Context: an optimization exercise on an open-source flow, tuned for small area. The choices shown serve that exercise and are no tape-out recipe.
The RTL was checked by simulation tests, not by an equivalence proof against the original design.
Power figures rest on the tool's default switching activity, not on a simulated workload.

`flow/flow/run.sh`:
```
#!/bin/bash
# The standard layout (standard.sh) with two changes: every port gets a plain
# buf_1 as its buffer, and clock tree synthesis adds no dummy load cells.
set -euo pipefail
export BUFFER_PORTS_ARGS="-buffer_cell sky130_fd_sc_hd__buf_1"
export CTS_ARGS="-sink_clustering_enable -repair_clock_nets -dont_use_dummy_load -buf_list {sky130_fd_sc_hd__clkbuf_2 sky130_fd_sc_hd__clkbuf_4}"
bash standard.sh > standard_flow.log 2>&1
```
`flow/standard.sh`:
```
#!/bin/bash
# synth_recipe.tcl (not shown) runs the flow's synth.tcl, then flattens the netlist and writes it again
# the make line also repeats each setting of config.mk as NAME=value (left out here)
make -C /OpenROAD-flow-scripts/flow DESIGN_CONFIG=/design/flow/config.mk WORK_HOME=/design/flow/orfs CLKGATE_MAP_FILE= SYNTH_SCRIPT=/design/flow/synth_recipe.tcl "${@:-finish}"
```
`flow/config.mk`:
```
export PLATFORM = sky130hd
export DESIGN_NAME = ALU_microprocessor
export DESIGN_NICKNAME = ALU_microprocessor
export VERILOG_FILES = /design/flow/design.v
export SDC_FILE = /design/flow/constraint.sdc
export NUM_CORES = 4
export LEC_CHECK = 0
export CAP_MARGIN = 20
export CORE_MARGIN = 2
export CORE_UTILIZATION = 40
export CTS_BUF_LIST = sky130_fd_sc_hd__clkbuf_2 sky130_fd_sc_hd__clkbuf_4
export GPL_TIMING_DRIVEN = 0
export SLEW_MARGIN = 20
export SYNTH_HIERARCHICAL = 1
```
`flow/constraint.sdc`:
```
create_clock -name core_clock -period 7.0 [get_ports {alu_clk}]
set_input_delay 1.4000 -clock core_clock [delete_from_list [all_inputs] [get_ports {alu_clk}]]
set_output_delay 1.4000 -clock core_clock [all_outputs]
set_load 0.01 [all_outputs]
```
`flow/design.v`:
```
module ALU_microprocessor (
  input      [ 5:0]   alu_ctrl  ,
  input      [31:0]   in_1      ,
  input      [31:0]   in_2      ,
  input               alu_clk   ,
  output     [31:0]   alu_rslt  ,
  output     [ 4:0]   alu_checks
);
  wire [31:0] a = in_1, b = in_2;
  wire [3:0] pt, ptn;
  wire xa, xb, l, ln, r, rn, rrot, rol, c_one, csel_c, csel_r31, csel_r0, vsel, lt20;
  alu_dec ud (.op(alu_ctrl), .pt(pt), .ptn(ptn), .xa(xa), .xb(xb), .l(l), .ln(ln), .r(r), .rn(rn),
              .rrot(rrot), .rol(rol), .c_one(c_one), .csel_c(csel_c), .csel_r31(csel_r31),
              .csel_r0(csel_r0), .vsel(vsel), .lt20(lt20));
  wire [31:0] s;
  wire [31:0] pp, gg;    
  wire [31:0] xs;        
  wire [32:0] c;         
  wire [32:0] cr;        
  assign c[0] = c_one | (rol & ~xs[31]) | (r & ~xs[1]);
  genvar i;
  generate for (i = 0; i < 32; i = i + 1) begin : gb
    if (i % 2 == 0) begin : ev
      wire nb = (i < 30) ? xs[i+2] : xs[0];
      wire rr = (i < 30) ? r : rrot;
      alu_bit_e u (.a(a[i]), .b(b[i]), .pt(pt), .xa(xa), .xb(xb), .l(l), .r(rr), .xnb(nb),
                   .c(c[i]), .x1(xs[i]), .s(s[i]), .p(pp[i]), .g(gg[i]));
      alu_cc_e k (.p(pp[i]), .g(gg[i]), .c(c[i]), .cn(cr[i+1]));
    end else begin : od
      wire nb = (i < 30) ? xs[i+2] : 1'b1;
      alu_bit_o u (.a(a[i]), .b(b[i]), .ptn(ptn), .xa(xa), .xb(xb), .ln(ln), .rn(rn), .x1nnb(nb),
                   .cn(c[i]), .x1n(xs[i]), .s(s[i]), .pn(pp[i]), .gn(gg[i]));
      alu_cc_o k (.pn(pp[i]), .gn(gg[i]), .cn(c[i]), .c(cr[i+1]));
    end
  end endgenerate
  wire [22:11] gc10;
  assign gc10[11] = ~gg[10];
  alu_cc_o gk10_11 (.pn(pp[11]), .gn(gg[11]), .cn(gc10[11]), .c(gc10[12]));
  alu_cc_e gk10_12 (.p(pp[12]), .g(gg[12]), .c(gc10[12]), .cn(gc10[13]));
  alu_cc_o gk10_13 (.pn(pp[13]), .gn(gg[13]), .cn(gc10[13]), .c(gc10[14]));
  alu_cc_e gk10_14 (.p(pp[14]), .g(gg[14]), .c(gc10[14]), .cn(gc10[15]));
  alu_cc_o gk10_15 (.pn(pp[15]), .gn(gg[15]), .cn(gc10[15]), .c(gc10[16]));
  alu_cc_e gk10_16 (.p(pp[16]), .g(gg[16]), .c(gc10[16]), .cn(gc10[17]));
  alu_cc_o gk10_17 (.pn(pp[17]), .gn(gg[17]), .cn(gc10[17]), .c(gc10[18]));
  alu_cc_e gk10_18 (.p(pp[18]), .g(gg[18]), .c(gc10[18]), .cn(gc10[19]));
  alu_cc_o gk10_19 (.pn(pp[19]), .gn(gg[19]), .cn(gc10[19]), .c(gc10[20]));
  alu_cc_e gk10_20 (.p(pp[20]), .g(gg[20]), .c(gc10[20]), .cn(gc10[21]));
  alu_cc_o gk10_21 (.pn(pp[21]), .gn(gg[21]), .cn(gc10[21]), .c(gc10[22]));
  wire pb10;
  alu_and12 pa10 (.x({~pp[21], pp[20], ~pp[19], pp[18], ~pp[17], pp[16], ~pp[15], pp[14], ~pp[13], pp[12], ~pp[11], pp[10]}), .y(pb10));
  assign c[1] = cr[1];
  assign c[2] = cr[2];
  assign c[3] = cr[3];
  assign c[4] = cr[4];
  assign c[5] = cr[5];
  assign c[6] = cr[6];
  assign c[7] = cr[7];
  assign c[8] = cr[8];
  assign c[9] = cr[9];
  assign c[10] = cr[10];
  assign c[11] = cr[11];
  assign c[12] = cr[12];
  assign c[13] = cr[13];
  assign c[14] = cr[14];
  assign c[15] = cr[15];
  assign c[16] = cr[16];
  assign c[17] = cr[17];
  assign c[18] = cr[18];
  assign c[19] = cr[19];
  assign c[20] = cr[20];
  assign c[21] = cr[21];
  alu_sk_t sk10 (.p(pb10), .g(gc10[22]), .c(c[10]), .co(c[22]));
  assign c[23] = cr[23];
  assign c[24] = cr[24];
  assign c[25] = cr[25];
  assign c[26] = cr[26];
  assign c[27] = cr[27];
  assign c[28] = cr[28];
  assign c[29] = cr[29];
  assign c[30] = cr[30];
  assign c[31] = cr[31];
  assign c[32] = cr[32];
  wire Cn = (csel_c & c[32]) | (csel_r31 & s[31]) | (csel_r0 & s[0]);
  wire Vn = vsel & ~(c[32] ^ c[31]);
  wire Nn = lt20 & s[31];
  reg [31:0] rq; reg C, V, N;
  always @(posedge alu_clk) begin rq <= s; C <= Cn; V <= Vn; N <= Nn; end
  wire par, zer;
  alu_par32 up (.r(rq), .par(par));
  alu_zero32 uz (.r(rq), .z(zer));
  assign alu_rslt = rq;
  assign alu_checks = {par, V, zer, C, N};
endmodule
module alu_dec (
  input [5:0] op,
  output [3:0] pt, ptn,
  output xa, xb, l, r, rrot, rol, c_one, csel_c, csel_r31, csel_r0, vsel,
  output ln, rn, lt20
);
  alu_dec_pt u0 (.op(op), .pt(pt));
  assign ptn = ~pt;
  alu_dec_lr u1 (.op(op), .l(l), .r(r));
  assign ln = ~l;
  assign rn = ~r;
  alu_dec_x u2 (.op(op), .xa(xa), .xb(xb));
  alu_dec_c u3 (.op(op), .rrot(rrot), .rol(rol), .c_one(c_one), .csel_c(csel_c), .csel_r31(csel_r31),
                .csel_r0(csel_r0), .vsel(vsel), .lt20(lt20));
endmodule
module alu_dec_pt (input [5:0] op, output reg [3:0] pt);
  always @* begin
    case (op)
      6'd0:  pt = 4'b0110;
      6'd1:  pt = 4'b1001;
      6'd2:  pt = 4'b1100;
      6'd3:  pt = 4'b1010;
      6'd4:  pt = 4'b1100;
      6'd5:  pt = 4'b1010;
      6'd6:  pt = 4'b0011;
      6'd7:  pt = 4'b0101;
      6'd8:  pt = 4'b1000;
      6'd9:  pt = 4'b1110;
      6'd10: pt = 4'b0111;
      6'd11: pt = 4'b0001;
      6'd12: pt = 4'b1001;
      6'd13: pt = 4'b0110;
      6'd14: pt = 4'b0011;
      6'd15: pt = 4'b0101;
      default: pt = 4'b0000;
    endcase
  end
endmodule
module alu_dec_lr (input [5:0] op, output l, output r);
  assign l = (op == 6'd0) | (op == 6'd1) | (op == 6'd6) | (op == 6'd7) | (op == 6'd16) |
             (op == 6'd17) | (op == 6'd20) | (op == 6'd21);
  assign r = (op == 6'd18) | (op == 6'd19) | (op == 6'd22) | (op == 6'd23);
endmodule
module alu_dec_x (input [5:0] op, output xa, output xb);
  assign xb = op[0] & (op[4] ? (~op[1] | op[2]) : (op[1] & op[2]));
  assign xa = ~xb;
endmodule
module alu_dec_c (
  input [5:0] op,
  output rrot, rol, c_one, csel_c, csel_r31, csel_r0, vsel, lt20
);
  assign rrot = (op == 6'd22) | (op == 6'd23);
  assign rol = (op == 6'd20) | (op == 6'd21);
  assign c_one = (op == 6'd1) | (op == 6'd4) | (op == 6'd5);
  assign csel_c = (op == 6'd0) | (op == 6'd1) | (op == 6'd4) | (op == 6'd5);
  assign csel_r31 = (op == 6'd6) | (op == 6'd7) | (op == 6'd16) | (op == 6'd17);
  assign csel_r0 = (op == 6'd18) | (op == 6'd19);
  assign vsel = (op == 6'd0) | (op == 6'd1);
  assign lt20 = ~(op[4] & op[2]);
endmodule
module alu_bit_e (
  input a, b,
  input [3:0] pt,
  input xa, xb, l, r, xnb, c,
  output x1, s, p, g
);
  assign p = a ? (b ? pt[3] : pt[2]) : (b ? pt[1] : pt[0]);
  assign x1 = (a & xa) | (b & xb);
  wire x = (x1 & l) | (xnb & r);
  assign g = x & ~p;
  assign s = p ^ c;
endmodule
module alu_bit_o (
  input a, b,
  input [3:0] ptn,
  input xa, xb, ln, rn, x1nnb, cn,
  output x1n, s, pn, gn
);
  assign pn = a ? (b ? ptn[3] : ptn[2]) : (b ? ptn[1] : ptn[0]);
  assign x1n = ~((a & xa) | (b & xb));
  wire x = ~((x1n | ln) & (x1nnb | rn));
  assign gn = ~(x & pn);
  assign s = pn ^ cn;
endmodule
module alu_cc_e (input p, g, c, output cn);
  assign cn = ~(g | (p & c));
endmodule
module alu_cc_o (input pn, gn, cn, output c);
  assign c = ~(gn & (pn | cn));
endmodule
module alu_sk_t (input p, g, c, output co);
  assign co = g | (p & c);
endmodule
module alu_sk_n (input p, gn, cn, output con);
  assign con = gn & (~p | cn);
endmodule
module alu_par32 (input [31:0] r, output par);
  assign par = ^r;
endmodule
module alu_zero32 (input [31:0] r, output z);
  assign z = ~|r;
endmodule
module alu_and12 (input [11:0] x, output y);
  assign y = &x;
endmodule
```
==> summary.txt, run 1 <==
| Parameter | This run |
|---|---|
| Status | complete, no violations |
| Post-synthesis sequential area ratio | 0.2023 |
| Highest achievable clock rate | 152.4 MHz |
| Post-synthesis sequential element count | 35 |
| Most instantiated library cell after synthesis | sky130_fd_sc_hd__xor2_1 |
| Largest cells by area after synthesis | sky130_fd_sc_hd__mux4_2 21%, sky130_fd_sc_hd__dfxtp_1 20%, sky130_fd_sc_hd__xor2_1 9.1% |
| Part of the power in registers | 0.323 |
| Library cells used by synthesis | 43 |
| Static leakage | 1.536 nW |
| Number of warning messages in the yosys log | 8 |
| Element type at the critical path start | primary input |
| Cell area after layout | 4302 um2 |
| XOR/XNOR share of the synthesized area | 0.1694 |
| Number of antenna violations at the first check in global routing | 0 |
| CTS HTree Levels | 2 |
| Clock power frac | 0.115 |
| Most numerous cell on the critical path | sky130_fd_sc_hd__a21oi_2 |
| Slowest cell delay on critical path | 550 ps |
| Layout overhead on the synthesized area | 24.21% |
| GPL Wtd Cong | 0.9030 |
| CTS tree | done |
| # Max-Cap Violations | 0 |
| Share of the synthesized area in compound gates (AO/OA/AOI/OAI) | 0.2489 |
| Vias per Instance | 5.856 |
| Count of unresolved DRC violations after routing | 0 |
| Core box area | 8299 um2 |
| Setup TNS | 0 ps |
| Share of the synthesized area in the top cell type | 0.2081 |
| Final hold vios | 0 |
| GR Overflow Total | 0 |
| Crit path max-delay cell type | sky130_fd_sc_hd__mux4_2 |
| Path type of the worst min-delay path | in -> reg |
| Total design power | 0.7777 mW |
| Most common flop cell mapped by yosys | sky130_fd_sc_hd__dfxtp_1 |
| Least-Margin Pin Slew | 518.5 ps |
| Sum of net half-perimeters after detailed placement | 7626 um |
| Critical-path maximum fanout | 12 |
| Worst hold margin | 1526 ps |
| CTS buffer count | 5 |
| Internal power summed over all cells | 0.4762 mW |
| Post-route antenna net violation count | 0 |
| RSZ-0062 raised after global routing | no |
| DR pass1 iterations | 5 |
| Total GRT Usage | 0.2076 |
| Fin crit period | 6562 ps |
| Number of enable flip-flop cells after synthesis | 0 |
| Dominant combinational cell family by area after synthesis | compound AO/OA/AOI/OAI gates |
| Width of the die | 97.05 um |
| Worst endpoint required time | 7210 ps |
| Number of setup violations in the final report | 0 |
| Post-synth top area cell | sky130_fd_sc_hd__mux4_2 |
| Class of the most critical setup path | in -> reg |
| FFs w/ async S/R, synth | 0 |
| Height of the die | 97.05 um |
| Number of global-route vias before repair | 3223 |
| Buffer depth of the longest clock path | 2 |
| Top-level I/O count | 108 |
| Die footprint | 9419 um2 |
| Switching power | 0.3015 mW |
| Clock transition at path regs | 80 ps |
| Power per Cell Area | 180.8 nW/um2 |
| Switching part of the total power | 0.3877 |
| Tcrit/Tclk final | 0.9375 |
| Post-synthesis cell count | 357 |
| Pin count of the biggest net entering global routing | 33 |
| Global-route wire length before repair | 16080 um |
| Number of core rows | 33 |
| Initial Utilization | 0.4173 |
| Wirelength per Cell | 17.13 um |
| Portion of netlist area occupied by mux cells | 0.2124 |
| Iter 0 DRT Violations | 245 |
| Post-layout nets | 564 |
| Aggregate routed wire length | 10140 um |
| Synthesized net count | 432 |
| Buffers on Ports | 107 |
| Worst Setup End Kind | register |
| IR Drop Worst-Case VDD | 0.0001161 V |
| Vias after detailed routing | 3467 |
| Crit path DAT | 6770 ps |
| Placed cell areas | 4021 um2 |
| Layout cells sized above 1 | 0.2669 |
| Post-synthesis average cell area | 9.701 um2 |
| Area fraction in and, or, nand and nor cells after synthesis | 0.1167 |
| Total number of clock tree sinks | 35 |
| Max transition margin | 0.6540 |
| Antenna cell count | 0 |
| Count of final max-slew check failures | 0 |
| Number of fill cells | 826 |
| Post-CTS Hold Buffers | 0 |
| Leading cell types by count after synthesis | 36 x sky130_fd_sc_hd__xor2_1, 35 x sky130_fd_sc_hd__dfxtp_1, 32 x sky130_fd_sc_hd__a22oi_1, 32 x sky130_fd_sc_hd__mux4_2, 31 x sky130_fd_sc_hd__xnor2_1 |
| Buffer cell driving the clock tree root | sky130_fd_sc_hd__clkbuf_4 |
| Mapped Area | 3463 um2 |
| Logic gate share of total power | 0.562 |
| Share of synthesized cell area in full adder, half adder and majority cells | 0.01445 |
[metrics by stage]
step / cells / setup WS, ps / utilization
after floorplan: 357 / 33.41 / -
after global placement: 569 / -1691 / 0.4815
after detailed placement: 570 / -1708 / 0.4845
after CTS: 585 / 6.245 / 0.5061
after global routing: 592 / 19.69 / 0.5183
final: 592 / 437.6 / 0.5183
[power by group through the flow]
stage               Clock [mW]  Combinational (mW)  Sequential, mW
floorplan                    0               0.300           0.265
CTS                     0.0943               0.431           0.252
finish                  0.0896               0.437           0.251
global placement             0               0.415           0.256
global route             0.100               0.478           0.256
detailed placement           0               0.421           0.257
[final cells by class]
type | instances | area (um2) | area share
multi-input combinational | 297 | 2754 | 0.6402
sequential | 35 | 700.7 | 0.1629
timing repair buffer | 125 | 543.0 | 0.1262
tap | 105 | 131.4 | 0.03054
inverter | 19 | 86.33 | 0.02007
buffer | 6 | 48.80 | 0.01134
clock buffer | 5 | 37.54 | 0.008726
[registers in the layout, indices dropped and copies added, names as in the netlist]
| signal | count |
|---|---|
| C | 1 |
| V | 1 |
| N | 1 |
| rq | 32 |
[logic make-up after synthesis]
logic type	after synthesis
other	1
xor gates and xnor gates	67
AOI/OAI and AO/OA	116
buffers and inverters	25
muxes	33
DFF	35
and+or+nand+nor	76
adders and majority gates	4
[path summary, 6_finish.rpt]
| kind | startpoint | endpoint | slack (ps) | depth (start not counted) |
|---|---|---|---|---|
| worst max-delay path | alu_ctrl[1] | C | 440 | 34 |
| worst min-delay path | alu_ctrl[1] | V | 1530 | 3 |
[Yosys stat by module (local to each module, per instance), excerpt]
module              copies in the design  cells  area, um2  flip-flops and latches
ALU_microprocessor                     1     56      820.8                      35
alu_par32                              1     31      271.5                       0
alu_and12                              1      4      28.78                       0
alu_bit_o                             16      5      48.80                       0
alu_cc_o                              21      1      5.005                       0
alu_dec_pt                             1     27      182.7                       0
alu_dec                                1      6      22.52                       0
alu_dec_x                              1      3      25.02                       0
alu_dec_c                              1     11      87.58                       0
alu_bit_e                             16      5      52.55                       0
alu_cc_e                              21      1      8.758                       0
alu_zero32                             1     11      72.57                       0
alu_sk_t                               1      1      7.507                       0
[layer usage]
layer / up-vias / GRT usage / share of wire
met5: - / 0 / 0
met4: 0 / 0.05417 / 0.014
met3: 10 / 0.02806 / 0.060
met2: 138 / 0.3467 / 0.48
met1: 1666 / 0.2843 / 0.45
li1: 1653 / - / -
[critical path: cells and delay by family]
family,cells,cell delay (ps)
buffers and inverters,5,620
xor gates and xnor gates,1,200
and+or+nand+nor,2,400
adders and majority gates,1,330
muxes,1,550
AOI/OAI and AO/OA,24,3260
[cells in the final DEF (no fill, tap or decap), types with 2 or more instances in the layout]
cell / instances
sky130_fd_sc_hd__nor2_1: 19
sky130_fd_sc_hd__nand3b_1: 2
sky130_fd_sc_hd__dfxtp_1: 35
sky130_fd_sc_hd__inv_1: 15
sky130_fd_sc_hd__nor3_2: 2
sky130_fd_sc_hd__o22ai_1: 16
sky130_fd_sc_hd__buf_4: 23
sky130_fd_sc_hd__xor2_1: 36
sky130_fd_sc_hd__clkinvlp_4: 4
sky130_fd_sc_hd__o21ai_2: 6
sky130_fd_sc_hd__nor4_1: 8
sky130_fd_sc_hd__xnor2_1: 31
sky130_fd_sc_hd__a22o_2: 16
sky130_fd_sc_hd__buf_1: 104
sky130_fd_sc_hd__a21oi_2: 21
sky130_fd_sc_hd__a31oi_4: 2
sky130_fd_sc_hd__nand4_1: 5
sky130_fd_sc_hd__clkbuf_2: 2
sky130_fd_sc_hd__clkbuf_4: 6
sky130_fd_sc_hd__a22oi_1: 31
sky130_fd_sc_hd__nand2_1: 21
sky130_fd_sc_hd__o21ai_1: 15
sky130_fd_sc_hd__nor4_2: 2
sky130_fd_sc_hd__and2_1: 2
sky130_fd_sc_hd__ha_1: 4
sky130_fd_sc_hd__mux4_2: 32
[timing repair]
item,CTS,global route
endpoints found under the hold margin,0,0
setup buffers,10,7
endpoints found under the setup margin,16,8
pin swaps,3,2
resized for setup,15,15
==> inputs of run 2 (changes only) <==
--- a/flow/design.v
+++ b/flow/design.v
@@ -80,16 +80,25 @@
   assign c[30] = cr[30];
   assign c[31] = cr[31];
   assign c[32] = cr[32];
-  wire Cn = (csel_c & c[32]) | (csel_r31 & s[31]) | (csel_r0 & s[0]);
-  wire Vn = vsel & ~(c[32] ^ c[31]);
-  wire Nn = lt20 & s[31];
-  reg [31:0] rq; reg C, V, N;
-  always @(posedge alu_clk) begin rq <= s; C <= Cn; V <= Vn; N <= Nn; end
-  wire par, zer;
-  alu_par32 up (.r(rq), .par(par));
-  alu_zero32 uz (.r(rq), .z(zer));
+  wire p31 = ~pp[31], g31 = ~gg[31];
+  wire c_ci0 = (csel_c & g31) | (csel_r31 & p31) | (csel_r0 & s[0]);           
+  wire c_ci1 = (csel_c & (g31 | p31)) | (csel_r31 & ~p31) | (csel_r0 & s[0]);  
+  wire v_ci0 = vsel & g31;
+  wire v_ci1 = vsel & ~(g31 | p31);
+  wire n_ci0 = lt20 & p31;
+  wire n_ci1 = lt20 & ~p31;
+  wire Cn, Vn, Nn;
+  alu_fsel fc (.cn(c[31]), .d0n(~c_ci0), .d1n(~c_ci1), .y(Cn));
+  alu_fsel fv (.cn(c[31]), .d0n(~v_ci0), .d1n(~v_ci1), .y(Vn));
+  alu_fsel fn (.cn(c[31]), .d0n(~n_ci0), .d1n(~n_ci1), .y(Nn));
+  reg [31:0] rq; reg [4:0] chk;
+  always @(posedge alu_clk) begin rq <= s; chk[3] <= Vn; chk[1] <= Cn; chk[0] <= Nn; end
+  alu_par32 up (.r(rq), .par(alu_checks[4]));
+  alu_zero32 uz (.r(rq), .z(alu_checks[2]));
   assign alu_rslt = rq;
-  assign alu_checks = {par, V, zer, C, N};
+  assign alu_checks[3] = chk[3];
+  assign alu_checks[1] = chk[1];
+  assign alu_checks[0] = chk[0];
 endmodule
 module alu_dec (
   input [5:0] op,
@@ -106,49 +115,37 @@
   alu_dec_c u3 (.op(op), .rrot(rrot), .rol(rol), .c_one(c_one), .csel_c(csel_c), .csel_r31(csel_r31),
                 .csel_r0(csel_r0), .vsel(vsel), .lt20(lt20));
 endmodule
-module alu_dec_pt (input [5:0] op, output reg [3:0] pt);
-  always @* begin
-    case (op)
-      6'd0:  pt = 4'b0110;
-      6'd1:  pt = 4'b1001;
-      6'd2:  pt = 4'b1100;
-      6'd3:  pt = 4'b1010;
-      6'd4:  pt = 4'b1100;
-      6'd5:  pt = 4'b1010;
-      6'd6:  pt = 4'b0011;
-      6'd7:  pt = 4'b0101;
-      6'd8:  pt = 4'b1000;
-      6'd9:  pt = 4'b1110;
-      6'd10: pt = 4'b0111;
-      6'd11: pt = 4'b0001;
-      6'd12: pt = 4'b1001;
-      6'd13: pt = 4'b0110;
-      6'd14: pt = 4'b0011;
-      6'd15: pt = 4'b0101;
-      default: pt = 4'b0000;
-    endcase
-  end
+module alu_dec_pt (input [5:0] op, output [3:0] pt);
+  assign pt[3] = (op == 6'd1) | (op == 6'd2) | (op == 6'd3) | (op == 6'd4) | (op == 6'd5) |
+                 (op == 6'd8) | (op == 6'd9) | (op == 6'd12);
+  assign pt[2] = (op == 6'd0) | (op == 6'd2) | (op == 6'd4) | (op == 6'd7) | (op == 6'd9) |
+                 (op == 6'd10) | (op == 6'd13) | (op == 6'd15);
+  assign pt[1] = (op == 6'd0) | (op == 6'd3) | (op == 6'd5) | (op == 6'd6) | (op == 6'd9) |
+                 (op == 6'd10) | (op == 6'd13) | (op == 6'd14);
+  assign pt[0] = (op == 6'd1) | (op == 6'd6) | (op == 6'd7) | (op == 6'd10) | (op == 6'd11) |
+                 (op == 6'd12) | (op == 6'd14) | (op == 6'd15);
 endmodule
 module alu_dec_lr (input [5:0] op, output l, output r);
-  assign l = (op == 6'd0) | (op == 6'd1) | (op == 6'd6) | (op == 6'd7) | (op == 6'd16) |
-             (op == 6'd17) | (op == 6'd20) | (op == 6'd21);
-  assign r = (op == 6'd18) | (op == 6'd19) | (op == 6'd22) | (op == 6'd23);
+  assign l = ~op[5] & ~op[3] & ~(op[4] & op[1]);
+  assign r = ~op[5] & op[4] & ~op[3] & op[1];
 endmodule
 module alu_dec_x (input [5:0] op, output xa, output xb);
-  assign xb = op[0] & (op[4] ? (~op[1] | op[2]) : (op[1] & op[2]));
+  assign xb = (op[0] & op[2]) | (op[0] & op[1] & ~op[4]) | (op[0] & ~op[1] & op[4]);
   assign xa = ~xb;
 endmodule
 module alu_dec_c (
   input [5:0] op,
   output rrot, rol, c_one, csel_c, csel_r31, csel_r0, vsel, lt20
 );
-  assign rrot = (op == 6'd22) | (op == 6'd23);
-  assign rol = (op == 6'd20) | (op == 6'd21);
-  assign c_one = (op == 6'd1) | (op == 6'd4) | (op == 6'd5);
-  assign csel_c = (op == 6'd0) | (op == 6'd1) | (op == 6'd4) | (op == 6'd5);
-  assign csel_r31 = (op == 6'd6) | (op == 6'd7) | (op == 6'd16) | (op == 6'd17);
-  assign csel_r0 = (op == 6'd18) | (op == 6'd19);
-  assign vsel = (op == 6'd0) | (op == 6'd1);
+  wire lo3 = ~op[5] & ~op[4] & ~op[3];    
+  wire hi = ~op[5] & op[4] & ~op[3];      
+  assign rrot = hi & op[2] & op[1];
+  assign rol = hi & op[2] & ~op[1];
+  assign c_one = lo3 & ~op[1] & (op[2] | op[0]);
+  assign csel_c = lo3 & ~op[1];
+  assign csel_r31 = (lo3 & op[2] & op[1]) | (hi & ~op[2] & ~op[1]);
+  assign csel_r0 = hi & ~op[2] & op[1];
+  assign vsel = lo3 & ~op[2] & ~op[1];
   assign lt20 = ~(op[4] & op[2]);
 endmodule
 module alu_bit_e (
@@ -187,6 +184,9 @@
 module alu_sk_n (input p, gn, cn, output con);
   assign con = gn & (~p | cn);
 endmodule
+module alu_fsel (input cn, d0n, d1n, output y);
+  assign y = ~(cn ? d0n : d1n);
+endmodule
 module alu_par32 (input [31:0] r, output par);
   assign par = ^r;
 endmodule
--- a/flow/config.mk
+++ b/flow/config.mk
@@ -7,8 +7,7 @@
 export LEC_CHECK = 0
 export CAP_MARGIN = 20
 export CORE_MARGIN = 2
-export CORE_UTILIZATION = 40
+export CORE_UTILIZATION = 65
 export CTS_BUF_LIST = sky130_fd_sc_hd__clkbuf_2 sky130_fd_sc_hd__clkbuf_4
-export GPL_TIMING_DRIVEN = 0
 export SLEW_MARGIN = 20
 export SYNTH_HIERARCHICAL = 1
==> run 2 against run 1 <==
  * Still clean on timing, DRC and antenna
  * Synthesized cell count down 3.9%
  * Global-route usage up 11 points
  * Worst setup slack worse by 52 ps
  * First-iteration DRC count up 26%
  * Sequential share of layout area up 1.2 points
  * Wire length down 7.7%
  * Critical path depth down 7
  * Sequential power up 2%
  * Via count up 0.98%
  * Clock power down 2%
  * Cell area down 7.0%
  * Largest power group unchanged
==> summary.txt, run 2 <==
| Parameter | This run |
|---|---|
| Max transition margin | 0.5948 |
| GPL Wtd Cong | 0.9512 |
| Inst Count DP | 534 |
| Number of global-route vias before repair | 2925 |
| FFs w/ async S/R, synth | 0 |
| CTS HTree Levels | 2 |
| Post-synth top area cell | sky130_fd_sc_hd__mux4_2 |
| Post-CTS Hold Buffers | 0 |
| Buffer cell driving the clock tree root | sky130_fd_sc_hd__clkbuf_4 |
| CTS tree | done |
| Setup fix buffers added after clock tree synthesis | 0 |
| Initial Utilization | 0.6660 |
| IR Drop Worst-Case VDD | 0.0001740 V |
| Count of unresolved DRC violations after routing | 0 |
| Element type at the critical path start | primary input |
| Number of cells traversed by the worst hold path | 3 |
| Worst endpoint required time | 7200 ps |
| Most frequent standard cell in the layout excluding fill and tap cells | sky130_fd_sc_hd__buf_1 |
| Layout overhead on the synthesized area | 19.19% |
| Global-route wire length before repair | 13650 um |
| Top-level I/O count | 108 |
| Library cells used by synthesis | 34 |
| Sequential cell area | 700.7 um2 |
| Leading cell types by count after synthesis | 37 x sky130_fd_sc_hd__xor2_1, 35 x sky130_fd_sc_hd__dfxtp_1, 32 x sky130_fd_sc_hd__a22oi_1, 32 x sky130_fd_sc_hd__mux4_2, 30 x sky130_fd_sc_hd__xnor2_1 |
| Clock power frac | 0.115 |
| Path type of the worst min-delay path | in -> reg |
| Synthesized net count | 414 |
| Die footprint | 5758 um2 |
| Number of flip-flops in the largest register | 32 |
| Switching power | 0.3061 mW |
| CTS buffer count | 5 |
| Power per Cell Area | 190.4 nW/um2 |
| DR pass1 iterations | 5 |
| Post-synthesis cell count | 343 |
| Total length of routed met2 wires | 4382 um |
| Buffer depth of the longest clock path | 2 |
| Crit path DAT | 6820 ps |
| Aggregate routed wire length | 9356 um |
| Total number of clock tree sinks | 35 |
| Internal power summed over all cells | 0.4561 mW |
| Largest cells by area after synthesis | sky130_fd_sc_hd__mux4_2 21%, sky130_fd_sc_hd__dfxtp_1 21%, sky130_fd_sc_hd__xor2_1 9.6% |
| Mapped Area | 3358 um2 |
| Number of warning messages in the yosys log | 7 |
| Count of final max-slew check failures | 0 |
| Wirelength per Cell | 17.36 um |
| Post-route antenna net violation count | 0 |
| Height of the die | 75.88 um |
| Top routing layer in use | met4 |
| # Max-Cap Violations | 0 |
| Clock transition at path regs | 90 ps |
| Number of core rows | 26 |
| Status | complete, no violations |
| Setup TNS | 0 ps |
| Core box area | 5042 um2 |
| Width of the die | 75.88 um |
| Detailed route wirelength on metal3 | 822 um |
| Final hold vios | 0 |
| GR Overflow Total | 0 |
| Cell area after layout | 4003 um2 |
| Most instantiated library cell after synthesis | sky130_fd_sc_hd__xor2_1 |
| Post-layout nets | 542 |
| RSZ-0062 raised after global routing | no |
| Number of fill cells | 386 |
| Highest achievable clock rate | 151.2 MHz |
| Buffers on Ports | 107 |
| Layout cells sized above 1 | 0.2111 |
| Part of the power in registers | 0.335 |
| Worst Setup End Kind | register |
| Share of the synthesized area in the top cell type | 0.2146 |
| Post-synthesis sequential element count | 35 |
| Finished Layout Cells | 539 |
| Vias per Instance | 6.495 |
| Placed cell areas | 3961 um2 |
| Total GRT Usage | 0.3154 |
| Least-Margin Pin Slew | 602.3 ps |
| Most common flop cell mapped by yosys | sky130_fd_sc_hd__dfxtp_1 |
| Fin crit period | 6614 ps |
| Tcrit/Tclk final | 0.9449 |
| Number of setup violations in the final report | 0 |
| Total design power | 0.7622 mW |
| Post-synthesis average cell area | 9.791 um2 |
| Static leakage | 1.436 nW |
| Antenna cell count | 0 |
| Area of the multi-input gates | 2603 um2 |
| Post-synthesis sequential area ratio | 0.2086 |
| Critical-path maximum fanout | 23 |
| Register containing the most flip-flops in the final layout | rq |
| Vias after detailed routing | 3501 |
| Switching part of the total power | 0.4016 |
| Pin count of the biggest net entering global routing | 24 |
| Number of enable flip-flop cells after synthesis | 0 |
| Number of antenna violations at the first check in global routing | 0 |
| Logic gate share of total power | 0.550 |
| Routed met1 length | 3975 um |
| Sum of net half-perimeters after detailed placement | 7525 um |
| Quantity of gates resized following cts | 0 |
| Iter 0 DRT Violations | 309 |
| Class of the most critical setup path | in -> reg |
| Commonest cells after routing, fill and taps aside | 104 x sky130_fd_sc_hd__buf_1, 37 x sky130_fd_sc_hd__xor2_1, 35 x sky130_fd_sc_hd__dfxtp_1 |
run 2: cells by family (layout without fill, tap and decap cells):
group,count (synthesis),count (layout),synth area share
mux,36,36,0.2265
flops,35,35,0.2086
xor+xnor,67,67,0.1747
buf+inv,17,143,0.01900
simple gates,70,70,0.1080
other cells,1,1,0.001117
compound gates,117,117,0.2619
run 2: per-layer routing:
metal / track usage / up-vias
li1: - / 1633
met1: 0.4479 / 1622
met2: 0.5115 / 226
met3: 0.03042 / 20
met4: 0.09552 / 0
met5: 0 / -
run 2: metrics by stage:
step | util | worst slack (ps) | hold WS, ps
2_1_floorplan | - | 191.5 | 1590
3_3_place_gp | 0.7856 | 407.2 | 1787
3_5_place_dp | 0.7856 | 98.05 | 1790
4_1_cts | 0.7931 | 425.5 | 1526
5_1_grt | 0.7938 | 8.124 | 1540
6_report | 0.7938 | 385.8 | 1546
run 2: layout make-up:
| cell class | instances | share of cell area |
|---|---|---|
| flip-flops and latches | 35 | 0.1751 |
| inverters | 17 | 0.01594 |
| repair buffers | 121 | 0.1275 |
| multi-input cells | 291 | 0.6502 |
| clock buffers | 5 | 0.009378 |
| well taps | 70 | 0.02188 |
run 2: Yosys stat by module (local to each module, per instance):
module              copies in the design  flip-flops and latches  cells
alu_dec_lr                             1                       0      2
alu_and12                              1                       0      4
alu_dec_c                              1                       0     11
alu_cc_o                              20                       0      1
alu_sk_t                               1                       0      1
alu_dec_pt                             1                       0     15
alu_bit_o                             16                       0      5
ALU_microprocessor                     1                      35     55
alu_par32                              1                       0     31
alu_dec                                1                       0      6
alu_dec_x                              1                       0      3
alu_bit_e                             16                       0      5
alu_fsel                               3                       0      1
alu_cc_e                              21                       0      1
alu_zero32                             1                       0     11
run 2: final timing paths:
kind | start | to
max | alu_ctrl[4] | rq[31]
min | in_1[1] | rq[1]
run 2: power groups by stage:
stage / Sequential, mW / Clock [mW] / Combinational [mW]
6_report: 0.255 / 0.0876 / 0.419
5_1_grt: 0.258 / 0.0997 / 0.470
4_1_cts: 0.255 / 0.0901 / 0.419
3_3_place_gp: 0.258 / 0 / 0.409
2_1_floorplan: 0.271 / 0 / 0.282
3_5_place_dp: 0.260 / 0 / 0.418
run 2: critical path: stages:
cell                      delay, ps
sky130_fd_sc_hd__buf_1          410
sky130_fd_sc_hd__xor2_1         180
sky130_fd_sc_hd__o21ai_2        440
sky130_fd_sc_hd__buf_4          360
sky130_fd_sc_hd__a22oi_1        170
sky130_fd_sc_hd__o22ai_1        160
sky130_fd_sc_hd__nand2_1         70
sky130_fd_sc_hd__o21ai_1        160
sky130_fd_sc_hd__a21oi_2        110
sky130_fd_sc_hd__o21ai_1        250
sky130_fd_sc_hd__a21oi_2        100
sky130_fd_sc_hd__o21ai_1        240
sky130_fd_sc_hd__a21oi_2        100
sky130_fd_sc_hd__o21ai_1        230
sky130_fd_sc_hd__a21oi_2        100
sky130_fd_sc_hd__o21ai_1        290
sky130_fd_sc_hd__a21o_1         240
sky130_fd_sc_hd__a21oi_2         90
sky130_fd_sc_hd__o21ai_1        270
sky130_fd_sc_hd__a21oi_2        110
sky130_fd_sc_hd__o21ai_1        270
sky130_fd_sc_hd__a21oi_2        110
sky130_fd_sc_hd__o21ai_1        240
sky130_fd_sc_hd__a21oi_2        110
sky130_fd_sc_hd__o21ai_1        250
sky130_fd_sc_hd__a21oi_2        150
sky130_fd_sc_hd__xor2_1         200
==> inputs of run 3 (changes only) <==
==> flow/flow/run.sh (replaced) <==
#!/bin/bash
# The standard layout (standard.sh) with three changes: every port gets a plain
# buf_1 as its buffer, clock tree synthesis adds no dummy load cells, and after global
# routing the resizer downsizes gates off the critical paths (RECOVER_POWER).
set -euo pipefail
export BUFFER_PORTS_ARGS="-buffer_cell sky130_fd_sc_hd__buf_1"
export CTS_ARGS="-sink_clustering_enable -repair_clock_nets -dont_use_dummy_load -buf_list {sky130_fd_sc_hd__clkbuf_2 sky130_fd_sc_hd__clkbuf_4}"
export RECOVER_POWER=100
bash standard.sh > standard_flow.log 2>&1
==> run 3 against run 2 <==
  * Combinational power is essentially flat
  * First-iteration DRC count shrank 10%
  * Synthesized cell count is the same
  * Critical path depth is the same
  * Non-clock buffer count is the same
  * Sequential share of layout area grew 0.066 points
  * Maximum frequency shrank 0.10%
  * Power shrank 0.20%
  * Largest cell class unchanged
==> summary.txt, run 3 <==
| Parameter | This run |
|---|---|
| Most common flop cell mapped by yosys | sky130_fd_sc_hd__dfxtp_1 |
| Layout overhead on the synthesized area | 18.74% |
| Sum of net half-perimeters after detailed placement | 7525 um |
| Post-synth top area cell | sky130_fd_sc_hd__mux4_2 |
| Number of warning messages in the yosys log | 7 |
| Post-route antenna net violation count | 0 |
| Placed cell areas | 3961 um2 |
| RSZ-0062 raised after global routing | no |
| Fin crit period | 6621 ps |
| IR Drop Worst-Case VDD | 0.0001740 V |
| Number of cells traversed by the worst hold path | 3 |
| Clock transition at path regs | 90 ps |
| FFs w/ async S/R, synth | 0 |
| Crit path DAT | 6870 ps |
| Max transition margin | 0.5735 |
| Worst endpoint required time | 7240 ps |
| End of the worst hold path | rq[1] |
| Aggregate routed wire length | 9355 um |
| Power per Cell Area | 190.8 nW/um2 |
| Number of setup violations in the final report | 0 |
| Pin count of the biggest net entering global routing | 24 |
| Post-synthesis cell count | 343 |
| GPL Wtd Cong | 0.9512 |
| Share of synthesized cell area in full adder, half adder and majority cells | 0 |
| CTS buffer count | 5 |
| Status | complete, no violations |
| Commonest cells after routing, fill and taps aside | 103 x sky130_fd_sc_hd__buf_1, 37 x sky130_fd_sc_hd__xor2_1, 35 x sky130_fd_sc_hd__dfxtp_1 |
| Wirelength per Cell | 17.36 um |
| Final hold vios | 0 |
| Layout cells sized above 1 | 0.2026 |
| Sequential cell area | 700.7 um2 |
| Area fraction in and, or, nand and nor cells after synthesis | 0.1080 |
| Highest achievable clock rate | 151.0 MHz |
| CTS HTree Levels | 2 |
| Cell area after layout | 3988 um2 |
| GR Overflow Total | 0 |
| Total number of clock tree sinks | 35 |
| Post-synthesis average cell area | 9.791 um2 |
| Iter 0 DRT Violations | 277 |
| Static leakage | 1.434 nW |
| Tcrit/Tclk final | 0.9459 |
| Register containing the most flip-flops in the final layout | rq |
| Least-Margin Pin Slew | 633.9 ps |
| Number of core rows | 26 |
| Die footprint | 5758 um2 |
| Detailed route wirelength on metal3 | 928 um |
| Number of global-route vias before repair | 2925 |
| Largest delay contributor family on the critical path | compound AO/OA/AOI/OAI gates |
| Post-layout nets | 542 |
| Crit path buffers/inverters | 2 |
| Class of the most critical setup path | in -> reg |
| Element type at the critical path start | primary input |
| Crit path max-delay cell type | sky130_fd_sc_hd__clkbuf_1 |
| Slowest cell delay on critical path | 410 ps |
| Share of the synthesized area in the top cell type | 0.2146 |
| Width of the die | 75.88 um |
| Setup fix buffers added after clock tree synthesis | 0 |
| Hold Startpoint | in_1[1] |
| Count of unresolved DRC violations after routing | 0 |
| Synthesized net count | 414 |
| Number of flip-flops in the largest register | 32 |
| Path type of the worst min-delay path | in -> reg |
| Critical-path maximum fanout | 12 |
| XOR/XNOR share of the synthesized area | 0.1747 |
| Total GRT Usage | 0.3154 |
| Routed met1 length | 3863 um |
| Buffer depth of the longest clock path | 2 |
| # Max-Cap Violations | 0 |
| Leading cell types by count after synthesis | 37 x sky130_fd_sc_hd__xor2_1, 35 x sky130_fd_sc_hd__dfxtp_1, 32 x sky130_fd_sc_hd__a22oi_1, 32 x sky130_fd_sc_hd__mux4_2, 30 x sky130_fd_sc_hd__xnor2_1 |
| DR pass1 iterations | 5 |
| Number of antenna violations at the first check in global routing | 0 |
| Post-synthesis sequential element count | 35 |
| Core box area | 5042 um2 |
| Initial Utilization | 0.6660 |
| Count of final max-slew check failures | 0 |
| Library cells used by synthesis | 34 |
| Most frequent standard cell in the layout excluding fill and tap cells | sky130_fd_sc_hd__buf_1 |
| Largest cells by area after synthesis | sky130_fd_sc_hd__mux4_2 21%, sky130_fd_sc_hd__dfxtp_1 21%, sky130_fd_sc_hd__xor2_1 9.6% |
| Dominant combinational cell family by area after synthesis | compound AO/OA/AOI/OAI gates |
| Vias after detailed routing | 3506 |
| Setup TNS | 0 ps |
| Mapped Area | 3358 um2 |
| Worst Setup End Kind | register |
| Area of the multi-input gates | 2587 um2 |
| Share of the synthesized area in compound gates (AO/OA/AOI/OAI) | 0.2619 |
| Antenna cell count | 0 |
| CTS tree | done |
| Global-route wire length before repair | 13650 um |
| Top routing layer in use | met4 |
| Post-synthesis sequential area ratio | 0.2086 |
| Most instantiated library cell after synthesis | sky130_fd_sc_hd__xor2_1 |
| Buffer cell driving the clock tree root | sky130_fd_sc_hd__clkbuf_4 |
| Portion of netlist area occupied by mux cells | 0.2265 |
| Post-CTS Hold Buffers | 0 |
| Height of the die | 75.88 um |
| Top-level I/O count | 108 |
| Quantity of gates resized following cts | 0 |
| Number of fill cells | 392 |
| Number of enable flip-flop cells after synthesis | 0 |
| Vias per Instance | 6.505 |
| Buffers on Ports | 107 |
| Total length of routed met2 wires | 4407 um |
run 3: layout make-up:
class | instances | area share
clock buffer | 5 | 0.009413
timing repair buffer | 121 | 0.1280
inverter | 17 | 0.01600
multi-input combinational | 291 | 0.6489
sequential | 35 | 0.1757
tap | 70 | 0.02196
run 3: kinds of logic (layout without fill, tap and decap cells):
| group | count (synthesis) | count (layout) |
|---|---|---|
| compound gates | 117 | 117 |
| simple gates | 70 | 70 |
| mux | 36 | 36 |
| flops | 35 | 35 |
| other cells | 1 | 1 |
| buf+inv | 17 | 143 |
| xor+xnor | 67 | 67 |
run 3: power by group:
group	total, mW	internal, mW	leakage (nW)	switching [mW]
clock network	0.0874	0.0335	0.0230	0.0539
logic	0.418	0.193	1.12	0.224
registers	0.255	0.229	0.290	0.0266
total	0.761	0.456	1.43	0.305
run 3: through the flow:
step	setup WS, ps	util	instances	power, mW	hold WS, ps
floorplan	191.5	-	343	0.5533	1590
global placement	407.2	0.7856	534	0.6665	1787
detailed placement	98.05	0.7856	534	0.6780	1790
CTS	425.5	0.7931	539	0.7643	1526
global route	7.433	0.7908	539	0.8272	1540
finish	378.9	0.7908	539	0.7607	1543
run 3: worst max-delay path by stage:
stage	from	end	slack, ps	cells past startpoint
final	alu_ctrl[4]	rq[31]	380	27
after global routing	alu_ctrl[4]	rq[21]	7	28
after CTS	alu_ctrl[1]	rq[31]	430	26
after detailed placement	alu_ctrl[2]	rq[31]	100	26
after global placement	alu_ctrl[1]	rq[31]	410	30
after floorplan	alu_ctrl[3]	rq[21]	190	26
run 3: routing by layer:
metal  GRT usage  vias up
met4     0.09552        0
met3     0.03042       16
met1      0.4479     1631
li1            -     1625
met2      0.5115      234
met5           0        -
run 3: worst min-delay path, cell delays in order:
cell and delay [ps]:
sky130_fd_sc_hd__buf_1 100, sky130_fd_sc_hd__mux4_2 220, sky130_fd_sc_hd__xor2_1 100
run 3: modules after synthesis, one instance, submodules excluded, a selection:
module              copies in the design  cells
alu_dec_pt                             1     15
alu_zero32                             1     11
alu_dec                                1      6
alu_bit_e                             16      5
ALU_microprocessor                     1     55
alu_sk_t                               1      1
alu_cc_o                              20      1
alu_bit_o                             16      5
alu_dec_x                              1      3
alu_par32                              1     31
==> inputs of run 4 (changes only) <==
--- a/flow/design.v
+++ b/flow/design.v
@@ -33,21 +33,28 @@
       alu_cc_o k (.pn(pp[i]), .gn(gg[i]), .cn(c[i]), .c(cr[i+1]));
     end
   end endgenerate
-  wire [22:11] gc10;
-  assign gc10[11] = ~gg[10];
-  alu_cc_o gk10_11 (.pn(pp[11]), .gn(gg[11]), .cn(gc10[11]), .c(gc10[12]));
-  alu_cc_e gk10_12 (.p(pp[12]), .g(gg[12]), .c(gc10[12]), .cn(gc10[13]));
-  alu_cc_o gk10_13 (.pn(pp[13]), .gn(gg[13]), .cn(gc10[13]), .c(gc10[14]));
-  alu_cc_e gk10_14 (.p(pp[14]), .g(gg[14]), .c(gc10[14]), .cn(gc10[15]));
-  alu_cc_o gk10_15 (.pn(pp[15]), .gn(gg[15]), .cn(gc10[15]), .c(gc10[16]));
-  alu_cc_e gk10_16 (.p(pp[16]), .g(gg[16]), .c(gc10[16]), .cn(gc10[17]));
-  alu_cc_o gk10_17 (.pn(pp[17]), .gn(gg[17]), .cn(gc10[17]), .c(gc10[18]));
-  alu_cc_e gk10_18 (.p(pp[18]), .g(gg[18]), .c(gc10[18]), .cn(gc10[19]));
-  alu_cc_o gk10_19 (.pn(pp[19]), .gn(gg[19]), .cn(gc10[19]), .c(gc10[20]));
-  alu_cc_e gk10_20 (.p(pp[20]), .g(gg[20]), .c(gc10[20]), .cn(gc10[21]));
-  alu_cc_o gk10_21 (.pn(pp[21]), .gn(gg[21]), .cn(gc10[21]), .c(gc10[22]));
-  wire pb10;
-  alu_and12 pa10 (.x({~pp[21], pp[20], ~pp[19], pp[18], ~pp[17], pp[16], ~pp[15], pp[14], ~pp[13], pp[12], ~pp[11], pp[10]}), .y(pb10));
+  wire [16:9] gc8;
+  assign gc8[9] = ~gg[8];
+  alu_cc_o gk8_9 (.pn(pp[9]), .gn(gg[9]), .cn(gc8[9]), .c(gc8[10]));
+  alu_cc_e gk8_10 (.p(pp[10]), .g(gg[10]), .c(gc8[10]), .cn(gc8[11]));
+  alu_cc_o gk8_11 (.pn(pp[11]), .gn(gg[11]), .cn(gc8[11]), .c(gc8[12]));
+  alu_cc_e gk8_12 (.p(pp[12]), .g(gg[12]), .c(gc8[12]), .cn(gc8[13]));
+  alu_cc_o gk8_13 (.pn(pp[13]), .gn(gg[13]), .cn(gc8[13]), .c(gc8[14]));
+  alu_cc_e gk8_14 (.p(pp[14]), .g(gg[14]), .c(gc8[14]), .cn(gc8[15]));
+  alu_cc_o gk8_15 (.pn(pp[15]), .gn(gg[15]), .cn(gc8[15]), .c(gc8[16]));
+  wire pb8;
+  alu_and8 pa8 (.x({~pp[15], pp[14], ~pp[13], pp[12], ~pp[11], pp[10], ~pp[9], pp[8]}), .y(pb8));
+  wire [24:17] gc16;
+  assign gc16[17] = ~gg[16];
+  alu_cc_o gk16_17 (.pn(pp[17]), .gn(gg[17]), .cn(gc16[17]), .c(gc16[18]));
+  alu_cc_e gk16_18 (.p(pp[18]), .g(gg[18]), .c(gc16[18]), .cn(gc16[19]));
+  alu_cc_o gk16_19 (.pn(pp[19]), .gn(gg[19]), .cn(gc16[19]), .c(gc16[20]));
+  alu_cc_e gk16_20 (.p(pp[20]), .g(gg[20]), .c(gc16[20]), .cn(gc16[21]));
+  alu_cc_o gk16_21 (.pn(pp[21]), .gn(gg[21]), .cn(gc16[21]), .c(gc16[22]));
+  alu_cc_e gk16_22 (.p(pp[22]), .g(gg[22]), .c(gc16[22]), .cn(gc16[23]));
+  alu_cc_o gk16_23 (.pn(pp[23]), .gn(gg[23]), .cn(gc16[23]), .c(gc16[24]));
+  wire pb16;
+  alu_and8 pa16 (.x({~pp[23], pp[22], ~pp[21], pp[20], ~pp[19], pp[18], ~pp[17], pp[16]}), .y(pb16));
   assign c[1] = cr[1];
   assign c[2] = cr[2];
   assign c[3] = cr[3];
@@ -63,15 +70,15 @@
   assign c[13] = cr[13];
   assign c[14] = cr[14];
   assign c[15] = cr[15];
-  assign c[16] = cr[16];
+  alu_sk_t sk8 (.p(pb8), .g(gc8[16]), .c(c[8]), .co(c[16]));
   assign c[17] = cr[17];
   assign c[18] = cr[18];
   assign c[19] = cr[19];
   assign c[20] = cr[20];
   assign c[21] = cr[21];
-  alu_sk_t sk10 (.p(pb10), .g(gc10[22]), .c(c[10]), .co(c[22]));
+  assign c[22] = cr[22];
   assign c[23] = cr[23];
-  assign c[24] = cr[24];
+  alu_sk_t sk16 (.p(pb16), .g(gc16[24]), .c(c[16]), .co(c[24]));
   assign c[25] = cr[25];
   assign c[26] = cr[26];
   assign c[27] = cr[27];
@@ -193,6 +200,6 @@
 module alu_zero32 (input [31:0] r, output z);
   assign z = ~|r;
 endmodule
-module alu_and12 (input [11:0] x, output y);
+module alu_and8 (input [7:0] x, output y);
   assign y = &x;
 endmodule
==> run 4 against run 3 <==
  * Area after synthesis rose by 1.1%
  * Via count rose by 1.2%
  * Critical path depth fell by 3
  * Cell count rose by 1.1%
  * Core utilization barely moved
  * Worst hold slack got worse by 28 ps
  * Cell area rose by 0.60%
  * First-iteration DRC count rose by 4.3%
  * Largest power group unchanged
==> summary.txt, run 4 <==
| Parameter | This run |
|---|---|
| GR Overflow Total | 0 |
| GPL Wtd Cong | 1.021 |
| Number of setup violations in the final report | 0 |
| DR pass1 iterations | 5 |
| Part of the power in registers | 0.327 |
| Commonest cells after routing, fill and taps aside | 106 x sky130_fd_sc_hd__buf_1, 37 x sky130_fd_sc_hd__xor2_1, 35 x sky130_fd_sc_hd__dfxtp_1 |
| Setup fix buffers added after clock tree synthesis | 0 |
| Total number of clock tree sinks | 35 |
| Max transition margin | 0.5450 |
| Quantity of gates resized following cts | 0 |
| Largest cells by area after synthesis | sky130_fd_sc_hd__mux4_2 21%, sky130_fd_sc_hd__dfxtp_1 21%, sky130_fd_sc_hd__xor2_1 9.5% |
| Iter 0 DRT Violations | 289 |
| Post-layout nets | 548 |
| Static leakage | 1.450 nW |
| Most numerous cell on the critical path | sky130_fd_sc_hd__a21oi_2 |
| Slowest cell delay on critical path | 440 ps |
| Core box area | 5075 um2 |
| Most instantiated library cell after synthesis | sky130_fd_sc_hd__xor2_1 |
| Setup TNS | 0 ps |
| Buffer cell driving the clock tree root | sky130_fd_sc_hd__clkbuf_4 |
| Global-route wire length before repair | 15770 um |
| Number of enable flip-flop cells after synthesis | 0 |
| IR Drop Worst-Case VDD | 0.0001976 V |
| Share of the synthesized area in the top cell type | 0.2123 |
| Count of final max-slew check failures | 0 |
| Buffers on Ports | 107 |
| Finished Layout Cells | 545 |
| Vias per Instance | 6.508 |
| Switching part of the total power | 0.4138 |
| Clock transition at path regs | 120 ps |
| Sequential cell area | 700.7 um2 |
| Inst Count DP | 540 |
| RSZ-0062 raised after global routing | no |
| Number of core rows | 26 |
| Clock power frac | 0.127 |
| Number of antenna violations at the first check in global routing | 0 |
| Power per Cell Area | 193.7 nW/um2 |
| Height of the die | 76.27 um |
| Class of the most critical setup path | in -> reg |
| Most frequent standard cell in the layout excluding fill and tap cells | sky130_fd_sc_hd__buf_1 |
| Element type at the critical path start | primary input |
| Most common flop cell mapped by yosys | sky130_fd_sc_hd__dfxtp_1 |
| Wirelength per Cell | 17.94 um |
| Post-synth top area cell | sky130_fd_sc_hd__mux4_2 |
| Number of warning messages in the yosys log | 7 |
| # Max-Cap Violations | 0 |
| Worst setup slack after placement | 477.0 ps |
| Layout cells sized above 1 | 0.1916 |
| Library cells used by synthesis | 34 |
| Post-synthesis cell count | 351 |
| Worst endpoint required time | 7280 ps |
| Die footprint | 5816 um2 |
| Vias after detailed routing | 3547 |
| Switching power | 0.3215 mW |
| Fin crit period | 6343 ps |
| Top-level I/O count | 108 |
| Pin count of the biggest net entering global routing | 18 |
| Crit path max-delay cell type | sky130_fd_sc_hd__clkbuf_1 |
| Register containing the most flip-flops in the final layout | rq |
| Antenna cell count | 0 |
| CTS HTree Levels | 2 |
| Area of the multi-input gates | 2619 um2 |
| Internal power summed over all cells | 0.4555 mW |
| Number of fill cells | 369 |
| Count of unresolved DRC violations after routing | 0 |
| FFs w/ async S/R, synth | 0 |
| Leading cell types by count after synthesis | 37 x sky130_fd_sc_hd__xor2_1, 35 x sky130_fd_sc_hd__dfxtp_1, 32 x sky130_fd_sc_hd__a22oi_1, 32 x sky130_fd_sc_hd__mux4_2, 30 x sky130_fd_sc_hd__xnor2_1 |
| Total design power | 0.7769 mW |
| CTS buffer count | 5 |
| Cell chain of the critical path | clkbuf_1 -> xor2_1 -> o21a_1 -> a22oi_1 -> inv_1 -> a221o_1 -> a21oi_1 -> o21ai_0 -> a21oi_2 -> o21ai_1 -> a21oi_2 -> o21ai_1 -> a21oi_2 -> o21ai_1 -> a21o_1 -> a21o_1 -> a21oi_2 -> o21ai_1 -> a21oi_2 -> o21ai_1 -> a21oi_2 -> o21ai_1 -> a21oi_2 -> mux2i_1 |
| Post-synthesis sequential area ratio | 0.2064 |
| Post-CTS Hold Buffers | 0 |
| Sum of net half-perimeters after detailed placement | 7555 um |
| Path type of the worst min-delay path | in -> reg |
| Final hold vios | 0 |
| Number of global-route vias before repair | 3402 |
| Critical-path maximum fanout | 16 |
| Synthesized net count | 422 |
| Least-Margin Pin Slew | 676.3 ps |
| Logic gate share of total power | 0.546 |
| Post-route antenna net violation count | 0 |
| Buffer depth of the longest clock path | 2 |
| Initial Utilization | 0.6689 |
| Status | complete, no violations |
| Slack of the critical path | 656.6 ps |
| Mapped Area | 3395 um2 |
| Post-synthesis sequential element count | 35 |
| Worst Setup End Kind | register |
| Final core utilization | 0.7904 |
| Total GRT Usage | 0.3380 |
| CTS tree | done |
| Number of cells traversed by the worst hold path | 3 |
| Highest achievable clock rate | 157.6 MHz |
| Width of the die | 76.27 um |
| Layout overhead on the synthesized area | 18.17% |
| Crit path DAT | 6620 ps |
| Aggregate routed wire length | 9779 um |
| Number of flip-flops in the largest register | 32 |
| Post-synthesis average cell area | 9.671 um2 |
| Tcrit/Tclk final | 0.9062 |
## run 4: final timing paths
path | from | endpoint | slack [ps]
max | alu_ctrl[1] | alu_checks[3] | 660
min | in_1[29] | rq[29] | 1510
## run 4: stage by stage
| stage | area [um2] | hold slack (ps) |
|---|---|---|
| 2_1_floorplan | 3395 | 1590 |
| 3_3_place_gp | 3989 | 1788 |
| 3_5_place_dp | 3989 | 1785 |
| 4_1_cts | 4026 | 1497 |
| 5_1_grt | 4011 | 1521 |
| 6_report | 4011 | 1515 |
## run 4: metal layers
layer / GRT usage / wire [um] / vias up
met3: 0.04502 / 1057 / 32
li1: - / - / 1645
met1: 0.4432 / 3757 / 1622
met2: 0.5779 / 4740 / 248
met5: 0 / 0 / -
met4: 0.1164 / 223 / 0
## run 4: cells by family after synthesis
| logic type | synth area share |
|---|---|
| AOI/OAI and AO/OA | 0.2654 |
| xor gates and xnor gates | 0.1729 |
| buffers and inverters | 0.02212 |
| DFF | 0.2064 |
| muxes | 0.2241 |
| other | 0.001105 |
| and+or+nand+nor | 0.1080 |
## run 4: critical path: cells and delay by family
| kind | cells | cell delay (ps) |
|---|---|---|
| AOI/OAI and AO/OA | 20 | 4270 |
| muxes | 1 | 240 |
| xor gates and xnor gates | 1 | 190 |
| buffers and inverters | 2 | 510 |
## run 4: area by class of cell
type                    count  share of cell area
inverters                  20             0.01871
clock buffers               5            0.009357
repair buffers            119              0.1226
multi-input cells         296              0.6528
well taps                  70             0.02183
flip-flops and latches     35              0.1747
## run 4: Yosys stat by module (local to each module, per instance), a selection
module              flip-flops and latches  area (um2)
ALU_microprocessor                      35       807.0
alu_and8                                 0       16.27
alu_bit_e                                0       52.55
alu_dec_c                                0       73.82
alu_dec_pt                               0       108.9
alu_dec_x                                0       21.27
alu_par32                                0       271.5
alu_sk_t                                 0       7.507
alu_zero32                               0       72.57
## run 4: power groups by stage
stage / clock network [mW] / registers [mW] / logic, mW
3_3_place_gp: 0 / 0.257 / 0.414
4_1_cts: 0.0994 / 0.254 / 0.423
5_1_grt: 0.105 / 0.259 / 0.457
6_report: 0.0986 / 0.254 / 0.424
2_1_floorplan: 0 / 0.271 / 0.284
3_5_place_dp: 0 / 0.259 / 0.422
==> inputs of run 5 (changes only) <==
--- a/flow/design.v
+++ b/flow/design.v
@@ -27,7 +27,7 @@
                    .c(c[i]), .x1(xs[i]), .s(s[i]), .p(pp[i]), .g(gg[i]));
       alu_cc_e k (.p(pp[i]), .g(gg[i]), .c(c[i]), .cn(cr[i+1]));
     end else begin : od
-      wire nb = (i < 30) ? xs[i+2] : 1'b1;
+      wire nb = (i < 30) ? xs[i+2] : ln;   
       alu_bit_o u (.a(a[i]), .b(b[i]), .ptn(ptn), .xa(xa), .xb(xb), .ln(ln), .rn(rn), .x1nnb(nb),
                    .cn(c[i]), .x1n(xs[i]), .s(s[i]), .pn(pp[i]), .gn(gg[i]));
       alu_cc_o k (.pn(pp[i]), .gn(gg[i]), .cn(c[i]), .c(cr[i+1]));
@@ -43,7 +43,7 @@
   alu_cc_e gk8_14 (.p(pp[14]), .g(gg[14]), .c(gc8[14]), .cn(gc8[15]));
   alu_cc_o gk8_15 (.pn(pp[15]), .gn(gg[15]), .cn(gc8[15]), .c(gc8[16]));
   wire pb8;
-  alu_and8 pa8 (.x({~pp[15], pp[14], ~pp[13], pp[12], ~pp[11], pp[10], ~pp[9], pp[8]}), .y(pb8));
+  alu_pblk8 pa8 (.pe({pp[14], pp[12], pp[10], pp[8]}), .pon({pp[15], pp[13], pp[11], pp[9]}), .y(pb8));
   wire [24:17] gc16;
   assign gc16[17] = ~gg[16];
   alu_cc_o gk16_17 (.pn(pp[17]), .gn(gg[17]), .cn(gc16[17]), .c(gc16[18]));
@@ -54,7 +54,7 @@
   alu_cc_e gk16_22 (.p(pp[22]), .g(gg[22]), .c(gc16[22]), .cn(gc16[23]));
   alu_cc_o gk16_23 (.pn(pp[23]), .gn(gg[23]), .cn(gc16[23]), .c(gc16[24]));
   wire pb16;
-  alu_and8 pa16 (.x({~pp[23], pp[22], ~pp[21], pp[20], ~pp[19], pp[18], ~pp[17], pp[16]}), .y(pb16));
+  alu_pblk8 pa16 (.pe({pp[22], pp[20], pp[18], pp[16]}), .pon({pp[23], pp[21], pp[19], pp[17]}), .y(pb16));
   assign c[1] = cr[1];
   assign c[2] = cr[2];
   assign c[3] = cr[3];
@@ -87,17 +87,9 @@
   assign c[30] = cr[30];
   assign c[31] = cr[31];
   assign c[32] = cr[32];
-  wire p31 = ~pp[31], g31 = ~gg[31];
-  wire c_ci0 = (csel_c & g31) | (csel_r31 & p31) | (csel_r0 & s[0]);           
-  wire c_ci1 = (csel_c & (g31 | p31)) | (csel_r31 & ~p31) | (csel_r0 & s[0]);  
-  wire v_ci0 = vsel & g31;
-  wire v_ci1 = vsel & ~(g31 | p31);
-  wire n_ci0 = lt20 & p31;
-  wire n_ci1 = lt20 & ~p31;
   wire Cn, Vn, Nn;
-  alu_fsel fc (.cn(c[31]), .d0n(~c_ci0), .d1n(~c_ci1), .y(Cn));
-  alu_fsel fv (.cn(c[31]), .d0n(~v_ci0), .d1n(~v_ci1), .y(Vn));
-  alu_fsel fn (.cn(c[31]), .d0n(~n_ci0), .d1n(~n_ci1), .y(Nn));
+  alu_flags uf (.pn(pp[31]), .gn(gg[31]), .cn(c[31]), .s0(s[0]), .csel_c(csel_c), .csel_r31(csel_r31),
+                .csel_r0(csel_r0), .vsel(vsel), .lt20(lt20), .cf(Cn), .vf(Vn), .nf(Nn));
   reg [31:0] rq; reg [4:0] chk;
   always @(posedge alu_clk) begin rq <= s; chk[3] <= Vn; chk[1] <= Cn; chk[0] <= Nn; end
   alu_par32 up (.r(rq), .par(alu_checks[4]));
@@ -191,6 +183,17 @@
 module alu_sk_n (input p, gn, cn, output con);
   assign con = gn & (~p | cn);
 endmodule
+module alu_flags (
+  input pn, gn, cn, s0, csel_c, csel_r31, csel_r0, vsel, lt20,
+  output cf, vf, nf
+);
+  wire p = ~pn, g = ~gn;
+  wire c_ci0 = (csel_c & g) | (csel_r31 & p) | (csel_r0 & s0);         
+  wire c_ci1 = (csel_c & (g | p)) | (csel_r31 & ~p) | (csel_r0 & s0);  
+  alu_fsel fc (.cn(cn), .d0n(~c_ci0), .d1n(~c_ci1), .y(cf));
+  alu_fsel fv (.cn(cn), .d0n(~(vsel & g)), .d1n(~(vsel & ~(g | p))), .y(vf));
+  alu_fsel fn (.cn(cn), .d0n(~(lt20 & p)), .d1n(~(lt20 & ~p)), .y(nf));
+endmodule
 module alu_fsel (input cn, d0n, d1n, output y);
   assign y = ~(cn ? d0n : d1n);
 endmodule
@@ -200,6 +203,6 @@
 module alu_zero32 (input [31:0] r, output z);
   assign z = ~|r;
 endmodule
-module alu_and8 (input [7:0] x, output y);
-  assign y = &x;
-endmodule
+module alu_pblk8 (input [3:0] pe, input [3:0] pon, output y);
+  assign y = (&pe) & ~(|pon);
+endmodule
==> run 5 against run 4 <==
  * Critical path type unchanged
  * Still clean on timing, DRC and antenna
  * Core utilization fell by 1.1 points
  * Global-route usage up 0.46 points
  * Largest power group unchanged
  * Cell area decreased by 1.4%
  * Clock-buffer cell count did not move
  * Maximum frequency fell by 4.4%
  * Die area shrank 0.31%
==> summary.txt, run 5 <==
| Parameter | This run |
|---|---|
| Layout cells sized above 1 | 0.1793 |
| Post-synthesis average cell area | 9.893 um2 |
| Count of final max-slew check failures | 0 |
| Initial Utilization | 0.6667 |
| End of the worst hold path | rq[28] |
| Portion of netlist area occupied by mux cells | 0.2249 |
| Crit path DAT | 6900 ps |
| Most frequent standard cell in the layout excluding fill and tap cells | sky130_fd_sc_hd__buf_1 |
| Power per Cell Area | 196.7 nW/um2 |
| Post-layout nets | 536 |
| Post-CTS Hold Buffers | 0 |
| Status | complete, no violations |
| Dominant combinational cell family by area after synthesis | compound AO/OA/AOI/OAI gates |
| Switching part of the total power | 0.4164 |
| Register containing the most flip-flops in the final layout | rq |
| Switching power | 0.3239 mW |
| Library cells used by synthesis | 33 |
| Count of unresolved DRC violations after routing | 0 |
| GPL Wtd Cong | 0.8961 |
| Worst hold margin | 1531 ps |
| Iter 0 DRT Violations | 363 |
| Clock power frac | 0.126 |
| Width of the die | 76.15 um |
-- run 5: kinds of logic (layout without fill, tap and decap cells) --
family                    count (synthesis)  count (layout)
buffers and inverters                    12             133
and+or+nand+nor                          72              72
xor gates and xnor gates                 67              67
muxes                                    36              36
AOI/OAI and AO/OA                       120             120
DFF                                      35              35
-- run 5: stage by stage --
| step | power [mW] | std cells | setup slack (ps) | util |
|---|---|---|---|---|
| after floorplan | 0.5551 | 342 | 189.4 | - |
| after global placement | 0.6701 | 528 | 588.1 | 0.7793 |
| after detailed placement | 0.6810 | 528 | 292.7 | 0.7793 |
| after CTS | 0.7772 | 533 | 625.5 | 0.7867 |
| after global routing | 0.8226 | 533 | 131.1 | 0.7793 |
| final | 0.7779 | 533 | 366.5 | 0.7793 |
-- run 5: per-module statistics from Yosys (local to each module, per instance), a selection --
module,copies in the design,cells inside
alu_dec_lr,1,2
alu_cc_o,21,1
alu_cc_e,22,1
alu_pblk8,2,3
alu_dec_c,1,11
alu_dec_pt,1,15
-- run 5: worst max path at each step --
stage	endpoint	startpoint	slack, ps
2_1_floorplan	rq[31]	alu_ctrl[4]	190
3_3_place_gp	rq[31]	alu_ctrl[2]	590
3_5_place_dp	rq[31]	alu_ctrl[2]	290
4_1_cts	rq[31]	alu_ctrl[2]	630
5_1_grt	alu_checks[0]	alu_ctrl[2]	130
6_report	alu_checks[0]	alu_ctrl[2]	370
-- run 5: power by group through the flow --
stage                     combinational [mW]  clock [mW]  sequential [mW]
after global routing                   0.457       0.106            0.260
after floorplan                        0.284           0            0.271
final                                  0.424      0.0984            0.256
after global placement                 0.412           0            0.258
after CTS                              0.423      0.0988            0.256
after detailed placement               0.421           0            0.260
-- run 5: cell type report --
class | instances | area (um2)
inverter | 12 | 45.04
timing repair buffer | 116 | 469.2
tap | 70 | 87.58
multi-input combinational | 295 | 2615
sequential | 35 | 700.7
clock buffer | 5 | 37.54
fill | 395 | 1120
-- run 5: metal layers --
layer,vias to the layer above,track usage,part of all wire
met2,252,0.5946,0.49
met5,-,0,0
li1,1616,-,-
met1,1644,0.4390,0.38
met3,26,0.06635,0.11
met4,0,0.09818,0.019
-- run 5: worst max-delay path, cell delays in order --
cell	delay [ps]
sky130_fd_sc_hd__clkbuf_1	270
sky130_fd_sc_hd__o21ai_0	370
sky130_fd_sc_hd__nand2_1	100
sky130_fd_sc_hd__nor2_1	500
sky130_fd_sc_hd__inv_1	390
sky130_fd_sc_hd__mux4_2	600
sky130_fd_sc_hd__nand2_1	80
sky130_fd_sc_hd__o21ai_1	90
sky130_fd_sc_hd__a21oi_1	220
sky130_fd_sc_hd__o21ai_1	150
sky130_fd_sc_hd__a21oi_1	230
sky130_fd_sc_hd__o21ai_1	140
sky130_fd_sc_hd__a21oi_1	210
sky130_fd_sc_hd__o21ai_1	160
sky130_fd_sc_hd__a21o_1	230
sky130_fd_sc_hd__a21o_1	210
sky130_fd_sc_hd__a21oi_1	210
sky130_fd_sc_hd__o21ai_1	150
sky130_fd_sc_hd__a21oi_2	200
sky130_fd_sc_hd__o21ai_1	140
sky130_fd_sc_hd__a21oi_2	170
sky130_fd_sc_hd__o21ai_1	130
sky130_fd_sc_hd__a21oi_2	300
sky130_fd_sc_hd__mux2i_1	230

## port drivers added, routing unchanged
The results above use ideal ports. As a check the final layouts listed here were re-extracted and re-timed, cells and wires unchanged.
Step 1 assumes that a clkbuf_16 drives the clock port and a buf_2 every other input.
Step 2 moves the port delays by t, midway between the first and last clock arrival at a register: inputs arrive t later, outputs are due t later. That takes back most of the time a late clock gives input paths.
Slacks: ideal / step 1 / step 2; pairs: ideal / step 1.
| run | shift t [ns] | setup slack, ns | worst setup path at the end |
|---|---|---|---|
| run 1 | 0.343 | 0.438 / 0.439 / 0.096 | input to register |
| run 2 | 0.338 | 0.386 / 0.385 / 0.047 | input to register |
| run 3 | 0.338 | 0.379 / 0.376 / 0.038 | input to register |
| run 4 | 0.353 | 0.657 / 0.656 / 0.304 | input to register |
| run 5 | 0.352 | 0.366 / 0.369 / 0.017 | input to register |
After both steps setup and hold are still met in every run listed. For run 4, which loses most, drivers alone change the setup slack by -0.001 ns; drivers and shift together by -0.353 ns.
